From an optimization exercise on the open Yosys and OpenROAD flow, aimed at small area; shortcuts taken in it are not production practice. The RTL was checked by simulation tests, not by an equivalence proof against the original design. Power is estimated from default activity; no workload was simulated.

## job 4578
// SonarOnChip
module SonarOnChip(
    input wire wb_clk_i,
    input wire wb_rst_i,
    input wire wbs_stb_i,
    input wire wbs_cyc_i,
    input wire wbs_we_i,
    input wire [3:0] wbs_sel_i,
    input wire [31:0] wbs_dat_i,
    input wire [31:0] wbs_adr_i,
    output wire wbs_ack_o,
    output wire [31:0] wbs_dat_o,
    input wire  [37:0] io_in,
    output wire [37:0] io_out,
    output wire [37:0] io_oeb
  );
Size in the first run: ~5700 cells after synthesis, about 62000 um^2 of cells after synthesis.
export LEC_CHECK = 0
export CAP_MARGIN = 20
export CORE_MARGIN = 2
export CORE_UTILIZATION = 45
export PLACE_DENSITY = 0.6
export SLEW_MARGIN = 20
export SYNTH_HIERARCHICAL = 1
export SYNTH_MINIMUM_KEEP_SIZE = 0
create_clock -name core_clock -period 12.0 [get_ports {wb_clk_i}]
standard.sh (not shown) runs the stock make flow with config.mk's settings and CLKGATE_MAP_FILE= SYNTH_SCRIPT=/design/flow/synth_recipe.tcl, a recipe that flattens the netlist after the stock synthesis.
==> flow/flow/run.sh <==
#!/bin/bash
# Standard layout, with clock tree synthesis told not to add dummy loads.
set -euo pipefail
export CTS_ARGS="-sink_clustering_enable -repair_clock_nets -dont_use_dummy_load"
bash standard.sh > standard_make.log 2>&1
Per the final summary, job 4578 finished and its layout is clean on timing, DRC and antenna.
[inputs] job 7889 vs job 4578
==> flow/flow/run.sh <==
#!/bin/bash
# Standard layout; clock tree synthesis adds no dummy loads and builds the
# tree from small clock buffers.
set -euo pipefail
export CTS_ARGS="-sink_clustering_enable -repair_clock_nets -dont_use_dummy_load -buf_list sky130_fd_sc_hd__clkbuf_4"
bash standard.sh > standard_make.log 2>&1
Findings:
Looking at layout overhead on the synthesized area across job 7889 and job 4578, the one that comes out higher is job 4578. Re wire length on met3: job 4578 was lower than job 7889. Area of all placed cells without fillers: job 7889 < job 4578. Delta (job 7889 minus job 4578): reported leakage power went down by about 0.3%; filler cell count went up 0.99%; sequential share of layout area roughly the same. Startpoint of the most critical setup path = v[4]: job 7889; startpoint of the most critical setup path = v[5]: job 4578.
Modified inputs, job 5447 compared to job 7889
Settings: changing SLEW_MARGIN from 20 to 5; changing CAP_MARGIN from 20 to 5.
--- outcome ---
Against job 7889, number of buffers created by CTS in job 5447 rose slightly.
Job 7889 -> job 5447: detailed-route wire length on metal 1 decreased slightly
Final core utilization delta (job 7889 -> job 5447): insignificant
Going from job 7889 to job 5447, power after layout climbed 0.53%, detailed placer's ending HPWL barely changed, total stage count of the critical path barely changed, detailed-router iteration count before antenna repair climbed 3, final standard cell count with taps included and fillers excluded barely changed.
Detailed-route wire length of job 5447 is on par with job 7889.
#### Input delta (job 4718 over job 5447)
Settings: a change of SLEW_MARGIN from 5 to 20; a change of CAP_MARGIN from 5 to 20.
==> flow/flow/run.sh <==
#!/bin/bash
# Standard layout; clock tree synthesis adds no dummy loads and builds the
# tree from small clock buffers driving clusters of up to 8 flip-flops.
set -euo pipefail
export CTS_ARGS="-sink_clustering_enable -repair_clock_nets -dont_use_dummy_load -buf_list sky130_fd_sc_hd__clkbuf_4 -sink_clustering_size 8 -sink_clustering_max_diameter 50"
bash standard.sh > standard_make.log 2>&1
Findings:
Status: wire length of the first global-routing pass parity (job 4718, job 5447). Job 4718 -> job 5447: sequential power flat. Job 4718 against job 5447: combinational gate power essentially unchanged; global routing met2 resource utilization decreased 0.35 points; final critical-path share of the clock period essentially unchanged; count of placed standard cells in the final layout, fillers left out decreased about 0.9%; transition time at the pin with the least slew margin decreased 0.22 ns. Job 5447 → job 4718: number of clock buffers in the layout now smaller, worst hold slack lower. Diff job 5447 -> job 4718 | wire length | decrease of about 0.33%. Relative to job 5447, fraction of area in multi-input gates increased by 0.52 points in job 4718.

---

Another version of the RTL of SonarOnChip (not shown whole).
Size: ~5700 cells after synthesis, roughly 62000 um2 of cells after synthesis.
export LEC_CHECK = 0
export CAP_MARGIN = 20
export CORE_MARGIN = 2
export CORE_UTILIZATION = 45
export PLACE_DENSITY = 0.6
export SLEW_MARGIN = 20
export SYNTH_HIERARCHICAL = 1
export SYNTH_MINIMUM_KEEP_SIZE = 0
create_clock -name core_clock -period 12.0 [get_ports {wb_clk_i}]
==> flow/flow/run.sh <==
#!/bin/bash
# Standard layout; clock tree synthesis adds no dummy loads and builds the
# tree from small clock buffers driving clusters of up to 8 flip-flops.
set -euo pipefail
export CTS_ARGS="-sink_clustering_enable -repair_clock_nets -dont_use_dummy_load -buf_list sky130_fd_sc_hd__clkbuf_4 -sink_clustering_size 8 -sink_clustering_max_diameter 50"
bash standard.sh > standard_make.log 2>&1
Then changed:
==> flow/flow/run.sh (replaced) <==
#!/bin/bash
# Standard layout with two changes:
# - before the post-placement repair, the buffers that timing-driven global
#   placement put after plain flip-flops are removed and those flip-flops get
#   the drive-2 cell instead (flow/upsize.tcl); repair_design then buffers
#   whatever still needs it;
# - clock tree synthesis adds no dummy loads and builds the tree from
#   clkbuf_4 cells driving clusters of up to 8 flip-flops.
set -euo pipefail
here=$(cd "$(dirname "$0")" && pwd)
export PRE_RESIZE_TCL="$here/upsize.tcl"
export CTS_ARGS="-sink_clustering_enable -repair_clock_nets -dont_use_dummy_load -buf_list sky130_fd_sc_hd__clkbuf_4 -sink_clustering_size 8 -sink_clustering_max_diameter 50"
bash standard.sh > standard_make.log 2>&1
==> flow/flow/upsize.tcl (new file) <==
# Replace the buffers that timing-driven global placement put after
# flip-flops by a stronger drive of the flip-flop itself; repair_design,
# which runs next, buffers whatever still needs it.
# dfxtp_2 for a dfxtp_1 or dfxtp_2 driver; other drivers keep their buffers.
proc stronger { master } {
  if { [string match "*__dfxtp_\[12\]" $master] } { return "sky130_fd_sc_hd__dfxtp_2" }
  return ""
}

set block [ord::get_db_block]
set count 0
set drivers {}
set changed 1
while { $changed } {
set changed 0
foreach inst [$block getInsts] {
  set name [$inst getName]
  if { ![string match "place*" $name] } { continue }
  if { ![string match "sky130_fd_sc_hd__buf_*" [[$inst getMaster] getName]] } { continue }
  set in_net [[$inst findITerm A] getNet]
  set out_net [[$inst findITerm X] getNet]
  if { $in_net == "NULL" || $out_net == "NULL" } { continue }
  if { [llength [$out_net getBTerms]] > 0 } { continue }
  set drv ""
  foreach it [$in_net getITerms] {
    if { [$it isOutputSignal] } { set drv [$it getInst] }
  }
  if { $drv == "" } { continue }
  set bigger [stronger [[$drv getMaster] getName]]
  if { $bigger == "" } { continue }
  foreach it [$out_net getITerms] {
    if { [$it getInst] == $inst } { continue }
    $it disconnect
    $it connect $in_net
  }
  [$inst findITerm A] disconnect
  [$inst findITerm X] disconnect
  odb::dbInst_destroy $inst
  odb::dbNet_destroy $out_net
  lappend drivers $drv
  incr count
  set changed 1
}
}
set drivers [lsort -unique $drivers]
foreach d $drivers {
  set bigger [stronger [[$d getMaster] getName]]
  if { $bigger != "" } { replace_cell [$d getName] $bigger }
}
puts "upsize.tcl: removed $count buffers, upsized [llength $drivers] flip-flops"
What happened: Design area came out lower by 0.75%. Final cell count came out lower by 1.1%. Count of clock-buffer cells in the layout is unchanged. Routed wire length drops by 0.61%. Sequential share of layout area grows by 0.30 points. Worst setup slack gets worse by 0.23 ns. First-iteration DRC count falls by 3.7%. Clock power hardly moves.

## re-timing with driven ports
How much do the figures lean on ideal ports? The routed layouts below were timed once more, with nothing changed but the port constraints.
Step 1 (the two cells are an assumption about what drives the block):
set clk [get_ports {wb_clk_i}]
set_driving_cell -lib_cell sky130_fd_sc_hd__clkbuf_16 $clk
set_driving_cell -lib_cell sky130_fd_sc_hd__buf_2 [delete_from_list [all_inputs] $clk]
Step 2 adds t to the input delays and takes it off the output delays; t is the mean of the earliest and latest rising clock arrival at the registers after step 1. Input paths then give back, and output paths get back, about the clock's delay inside the block.
Three values: ideal, step 1, step 2; two values: the first two.
| run | t, ns | slack for setup (ns) | slew at the worst register clock pin (ns) | worst data-port slew with drivers (ns) |
|---|---|---|---|---|
| job 4578 | 0.736 | 1.418 / 1.418 / 0.819 | 0.06 / 0.06 | 0.09 |
| job 7889 | 1.052 | 1.384 / 1.384 / 0.857 | 0.07 / 0.07 | 0.09 |
| job 5447 | 1.090 | 1.413 / 1.413 / 0.830 | 0.08 / 0.08 | 0.09 |
| job 4718 | 1.031 | 1.410 / 1.410 / 0.872 | 0.11 / 0.11 | 0.09 |
| the first run of note 2 | 0.980 | 1.305 / 1.305 / 0.883 | 0.11 / 0.11 | 0.08 |
| the second run of note 2 | 1.012 | 1.079 / 1.079 / 0.856 | 0.11 / 0.11 | 0.08 |
After both steps every run listed still meets setup and hold. For job 4578, which loses most, drivers alone change the setup slack by 0.000 ns; drivers and shift together by -0.599 ns.
